This is an optimization exercise on Yosys and OpenROAD, whose aim is small area, not a production implementation. Function was checked by simulation only, so behaviour that the tests miss may differ from the original. Power and IR drop assume default switching activity.

## sierra
Design myname, start of the top module:
module myname(M,dotout,selout,clk,rst);
input clk;
input rst;
output wire [3:0] M;
output wire [15:0] dotout;
output reg [3:0] selout;
assign M=4'b0110;
reg [8:0] cnt;
reg [3:0] d;
wire [3:0] sel = selout;
wire [3:0] dn;
wire wrap = ~cnt[0] & ~cnt[1] & ~cnt[2] & ~cnt[4] & ~cnt[5] & ~cnt[6] & ~cnt[7];
always @(posedge clk) begin
  if(rst) begin selout<=4'd0; cnt<=9'd256; d<=4'd10; end
  else begin
    selout<=selout+4'd1;
    cnt<={cnt[7], cnt[6], cnt[5], cnt[4]^wrap, cnt[3], cnt[2], cnt[1], cnt[0]^wrap, cnt[8]^cnt[4]};
    if(wrap) d<=dn;
  end
end
  ...
Size in the first run: ~0.0015 mm^2 of cells after synthesis.
Settings: LEC_CHECK=0, ABC_AREA=1, CAP_MARGIN=20, CORE_MARGIN=2, CORE_UTILIZATION=50, CTS_BUF_LIST=sky130_fd_sc_hd__clkbuf_4, GPL_TIMING_DRIVEN=0, SLEW_MARGIN=20; clock period 5.0 ns.
standard.sh (not shown) runs the stock make flow with config.mk's settings and CLKGATE_MAP_FILE= SYNTH_SCRIPT=/design/flow/synth_recipe.tcl, a recipe that flattens the netlist after the stock synthesis.
==> flow/flow/run.sh <==
#!/bin/bash
# Own layout flow: the standard synthesis, then its combinational logic re-mapped
# with flow/abc.script (registers, their names and cell types unchanged), then
# the standard ORFS flow with single-size port buffers.
set -euo pipefail
HERE=$(pwd)
FLOWDIR=$HERE/flow
RES=$HERE/orfs/results/sky130hd/myname/base
LIB=$FLOW_HOME/platforms/sky130hd/lib/sky130_fd_sc_hd__tt_025C_1v80.lib
# the platform's don't-use cells (platforms/sky130hd/config.mk)
DONT_USE="sky130_fd_sc_hd__lpflow_bleeder_1 sky130_fd_sc_hd__lpflow_clkbufkapwr_1 sky130_fd_sc_hd__lpflow_clkbufkapwr_16 sky130_fd_sc_hd__lpflow_clkbufkapwr_2 sky130_fd_sc_hd__lpflow_clkbufkapwr_4 sky130_fd_sc_hd__lpflow_clkbufkapwr_8 sky130_fd_sc_hd__lpflow_clkinvkapwr_1 sky130_fd_sc_hd__lpflow_clkinvkapwr_16 sky130_fd_sc_hd__lpflow_clkinvkapwr_2 sky130_fd_sc_hd__lpflow_clkinvkapwr_4 sky130_fd_sc_hd__lpflow_clkinvkapwr_8 sky130_fd_sc_hd__lpflow_decapkapwr_12 sky130_fd_sc_hd__lpflow_decapkapwr_3 sky130_fd_sc_hd__lpflow_decapkapwr_4 sky130_fd_sc_hd__lpflow_decapkapwr_6 sky130_fd_sc_hd__lpflow_decapkapwr_8 sky130_fd_sc_hd__lpflow_inputiso0n_1 sky130_fd_sc_hd__lpflow_inputiso0p_1 sky130_fd_sc_hd__lpflow_inputiso1n_1 sky130_fd_sc_hd__lpflow_inputiso1p_1 sky130_fd_sc_hd__lpflow_inputisolatch_1 sky130_fd_sc_hd__lpflow_isobufsrc_1 sky130_fd_sc_hd__lpflow_isobufsrc_16 sky130_fd_sc_hd__lpflow_isobufsrc_2 sky130_fd_sc_hd__lpflow_isobufsrc_4 sky130_fd_sc_hd__lpflow_isobufsrc_8 sky130_fd_sc_hd__lpflow_isobufsrckapwr_16 sky130_fd_sc_hd__lpflow_lsbuf_lh_hl_isowell_tap_1 sky130_fd_sc_hd__lpflow_lsbuf_lh_hl_isowell_tap_2 sky130_fd_sc_hd__lpflow_lsbuf_lh_hl_isowell_tap_4 sky130_fd_sc_hd__lpflow_lsbuf_lh_isowell_4 sky130_fd_sc_hd__lpflow_lsbuf_lh_isowell_tap_1 sky130_fd_sc_hd__lpflow_lsbuf_lh_isowell_tap_2 sky130_fd_sc_hd__lpflow_lsbuf_lh_isowell_tap_4 sky130_fd_sc_hd__probe_p_8 sky130_fd_sc_hd__probec_p_8"
DU_ARGS=$(for c in $DONT_USE; do printf -- "-dont_use %s " $c; done)
EXTRA=()
[[ -f $FLOWDIR/make_args.txt ]] && mapfile -t EXTRA < <(grep -v '^#' $FLOWDIR/make_args.txt | grep .)
bash standard.sh synth > standard_synth.log 2>&1
if [[ -f $FLOWDIR/abc.script ]]; then
  cp $RES/1_2_yosys.v $HERE/std_1_2_yosys.v
  cat > remap.ys <<EOT
read_liberty -overwrite -ignore_miss_func -setattr liberty_cell $LIB
blackbox sky130_fd_sc_hd__dfxtp_1 sky130_fd_sc_hd__dfxtp_2 sky130_fd_sc_hd__dfxtp_4
read_verilog $HERE/std_1_2_yosys.v
hierarchy -top myname
flatten
rename -hide w:*.*
opt_clean -purge
delete A:liberty_cell
read_liberty -lib $LIB
abc -script $FLOWDIR/abc.script -liberty $LIB $DU_ARGS
opt_clean -purge
hilomap -singleton -hicell sky130_fd_sc_hd__conb_1 HI -locell sky130_fd_sc_hd__conb_1 LO
stat -liberty $LIB
check -assert
write_verilog -noattr -nohex -nodec $RES/1_2_yosys.v
EOT
  yosys -l remap.log remap.ys > /dev/null 2>&1
  rm -f $RES/1_synth.odb $RES/1_synth.sdc
fi
bash standard.sh "${EXTRA[@]}" finish > standard_finish.log 2>&1
==> flow/flow/make_args.txt <==
BUFFER_PORTS_ARGS=-buffer_cell sky130_fd_sc_hd__buf_1
CTS_ARGS=-sink_clustering_enable -repair_clock_nets -buf_list sky130_fd_sc_hd__clkbuf_4 -dont_use_dummy_load
SKIP_REPAIR_TIE_FANOUT=1
Other scripts of this flow, unchanged in this note and not shown: flow/flow/abc.script
sierra completed every stage of the flow, and the final layout passed the timing, DRC and antenna checks.
#### Input delta (indigo over sierra)
# sierra
export LEC_CHECK = 0
export ABC_AREA = 1
export CAP_MARGIN = 20
export CORE_MARGIN = 2
export CORE_UTILIZATION = 50
export CTS_BUF_LIST = sky130_fd_sc_hd__clkbuf_4
export GPL_TIMING_DRIVEN = 0
export SLEW_MARGIN = 20
create_clock -name core_clock -period 5.0 [get_ports {clk}]
# indigo
export LEC_CHECK = 0
export ABC_AREA = 1
export CAP_MARGIN = 20
export CORE_MARGIN = 2
export CORE_UTILIZATION = 30
export CTS_BUF_LIST = sky130_fd_sc_hd__clkbuf_4
export GPL_TIMING_DRIVEN = 0
export SLEW_MARGIN = 20
create_clock -name core_clock -period 5.0 [get_ports {clk}]
==> flow/flow/make_args.txt <==
BUFFER_PORTS_ARGS=-buffer_cell sky130_fd_sc_hd__buf_1
CTS_ARGS=-sink_clustering_enable -repair_clock_nets -buf_list sky130_fd_sc_hd__clkbuf_4 -dont_use_dummy_load
## What came out
indigo completed end to end with timing, DRC and antenna clean. Relative to sierra, global-route wire length before repair has gone up in indigo. Higher average wire length per cell after detail routing goes to sierra over indigo. Relative to sierra, the final cell count measured on indigo has increased by more than 10%.
--- input diff indigo..nickel ---
# indigo
export LEC_CHECK = 0
export ABC_AREA = 1
export CAP_MARGIN = 20
export CORE_MARGIN = 2
export CORE_UTILIZATION = 30
export CTS_BUF_LIST = sky130_fd_sc_hd__clkbuf_4
export GPL_TIMING_DRIVEN = 0
export SLEW_MARGIN = 20
create_clock -name core_clock -period 5.0 [get_ports {clk}]
# nickel
export LEC_CHECK = 0
export ABC_AREA = 1
export CAP_MARGIN = 20
export CORE_MARGIN = 2
export CORE_UTILIZATION = 50
export CTS_BUF_LIST = sky130_fd_sc_hd__clkbuf_4
export GPL_TIMING_DRIVEN = 0
export SLEW_MARGIN = 20
create_clock -name core_clock -period 5.0 [get_ports {clk}]
## What came out
- Of nickel and indigo, it is nickel that has the higher via count of the routed design.
- Final-layout worst hold slack was lower in indigo than in nickel.
- Compared with indigo, nickel shows a lower global-route wire length before repair.
- ~same leakage dissipation in nickel and indigo
- Between indigo and nickel, combined global-route utilization of all metal layers increased.
- Cmp nickel vs indigo: first-iteration DRC count lower in nickel
- Looking at slack of the critical path, nickel sits below indigo.
- Looking at die boundary width across nickel and indigo, the one that comes out higher is indigo.
- Reported for nickel and indigo, count of antenna diodes in the layout turned out identical to the last digit.
The inputs of garnet differ from those of nickel as listed below.
# nickel
export LEC_CHECK = 0
export ABC_AREA = 1
export CAP_MARGIN = 20
export CORE_MARGIN = 2
export CORE_UTILIZATION = 50
export CTS_BUF_LIST = sky130_fd_sc_hd__clkbuf_4
export GPL_TIMING_DRIVEN = 0
export SLEW_MARGIN = 20
create_clock -name core_clock -period 5.0 [get_ports {clk}]
# garnet
export LEC_CHECK = 0
export ABC_AREA = 1
export CAP_MARGIN = 20
export CORE_MARGIN = 2
export CORE_UTILIZATION = 40
export CTS_BUF_LIST = sky130_fd_sc_hd__clkbuf_4
export GPL_TIMING_DRIVEN = 0
export SLEW_MARGIN = 20
create_clock -name core_clock -period 5.0 [get_ports {clk}]
Findings:
- Fraction of area in registers in garnet vs nickel: down 0.23 points
- Against nickel, number of cells after detailed placement in garnet rose by a few percent.
- nickel ended up with fewer cell instances than garnet did.
- Per the comparison of garnet with nickel, relative contribution of combinational cells to total power went up 0.2 points, instance count along the most critical hold path went down 1.
--- input diff garnet..raven ---
# garnet
export LEC_CHECK = 0
export ABC_AREA = 1
export CAP_MARGIN = 20
export CORE_MARGIN = 2
export CORE_UTILIZATION = 40
export CTS_BUF_LIST = sky130_fd_sc_hd__clkbuf_4
export GPL_TIMING_DRIVEN = 0
export SLEW_MARGIN = 20
create_clock -name core_clock -period 5.0 [get_ports {clk}]
# raven
export LEC_CHECK = 0
export ABC_AREA = 1
export CAP_MARGIN = 20
export CORE_MARGIN = 2
export CORE_UTILIZATION = 30
export CTS_BUF_LIST = sky130_fd_sc_hd__clkbuf_4
export SLEW_MARGIN = 20
create_clock -name core_clock -period 5.0 [get_ports {clk}]
==> flow/flow/make_args.txt <==
BUFFER_PORTS_ARGS=-buffer_cell sky130_fd_sc_hd__buf_1
Findings:
- [diff] total power draw, raven relative to garnet: regression
- Comparing clock skew for raven and garnet, the smaller number came from raven.
- For chip height, dividing the value from raven by the value from garnet gives 1.15.
- Diff garnet -> raven: average wire length per cell after detail routing higher; wire length reported by the detailed router grew by 430 um; area of the core went up 32%.
- Note that the total met3 wirelength after detailed routing recorded for garnet amounts to 0.832 times the value seen in raven.
- The worst hold slack after final layout on garnet is in line with that on raven.
- Going from garnet to raven, length of routed met2 wiring grows by about 1.1%.
- Taking raven as 1.0, garnet lands at 0.833 on non-clock buffer count.
- When the final numbers for raven and garnet were put side by side, the share of final-layout standard cells stronger than drive strength 1 turned out to be smaller in garnet.
Relative to raven, the following input files were edited for zinc:
# raven
export LEC_CHECK = 0
export ABC_AREA = 1
export CAP_MARGIN = 20
export CORE_MARGIN = 2
export CORE_UTILIZATION = 30
export CTS_BUF_LIST = sky130_fd_sc_hd__clkbuf_4
export SLEW_MARGIN = 20
create_clock -name core_clock -period 5.0 [get_ports {clk}]
# zinc
export LEC_CHECK = 0
export ABC_AREA = 1
export CAP_MARGIN = 20
export CORE_MARGIN = 2
export CORE_UTILIZATION = 40
export CTS_BUF_LIST = sky130_fd_sc_hd__clkbuf_4
export SLEW_MARGIN = 20
create_clock -name core_clock -period 5.0 [get_ports {clk}]
==> flow/flow/make_args.txt <==
BUFFER_PORTS_ARGS=-buffer_cell sky130_fd_sc_hd__buf_1
CTS_ARGS=-sink_clustering_enable -repair_clock_nets -buf_list sky130_fd_sc_hd__clkbuf_4 -dont_use_dummy_load
Results
From raven to zinc the numbers moved as follows: global-route usage saw an increase; non-clock buffer count saw a decrease; number of global-route vias before repair saw a decrease; fraction of power consumed by combinational cells saw an increase; total power saw a decrease. In the metrics for raven and zinc, the one carrying the lower data arrival time of the critical path is raven. Status: sequential group power parity (zinc, raven).

afterwards: timing with drivers on the ports:
No port has a modelled driver above. Below, the same layouts with a new extraction and two added sets of constraints.
Step 1: set_driving_cell puts a clkbuf_16 on clk and a buf_2 on each other input, an assumption about the parent block.
Step 2, shift: input delay + t, output delay - t, t = (earliest + latest rising clock arrival at the registers) / 2. This alone moves slack from input paths to output paths.
Three values: ideal, step 1, step 2; two values: the first two.
run	shift t [ns]	setup WS [ns]	hold slack, ns	worst slew at a driven data input, ns	cell pins on the clock port's net
sierra	0.298	0.476 / 0.457 / 0.756	0.410 / 0.410 / 0.410	0.03	1
indigo	0.288	0.604 / 0.587 / 0.876	0.383 / 0.383 / 0.383	0.03	1
nickel	0.292	0.355 / 0.336 / 0.628	0.403 / 0.403 / 0.403	0.03	1
garnet	0.290	0.314 / 0.296 / 0.587	0.402 / 0.402 / 0.402	0.03	1
raven	0.302	0.537 / 0.522 / 0.824	0.401 / 0.401 / 0.401	0.03	1
zinc	0.293	0.506 / 0.489 / 0.783	0.402 / 0.402 / 0.402	0.03	1
After both steps setup and hold are still met in every run listed.
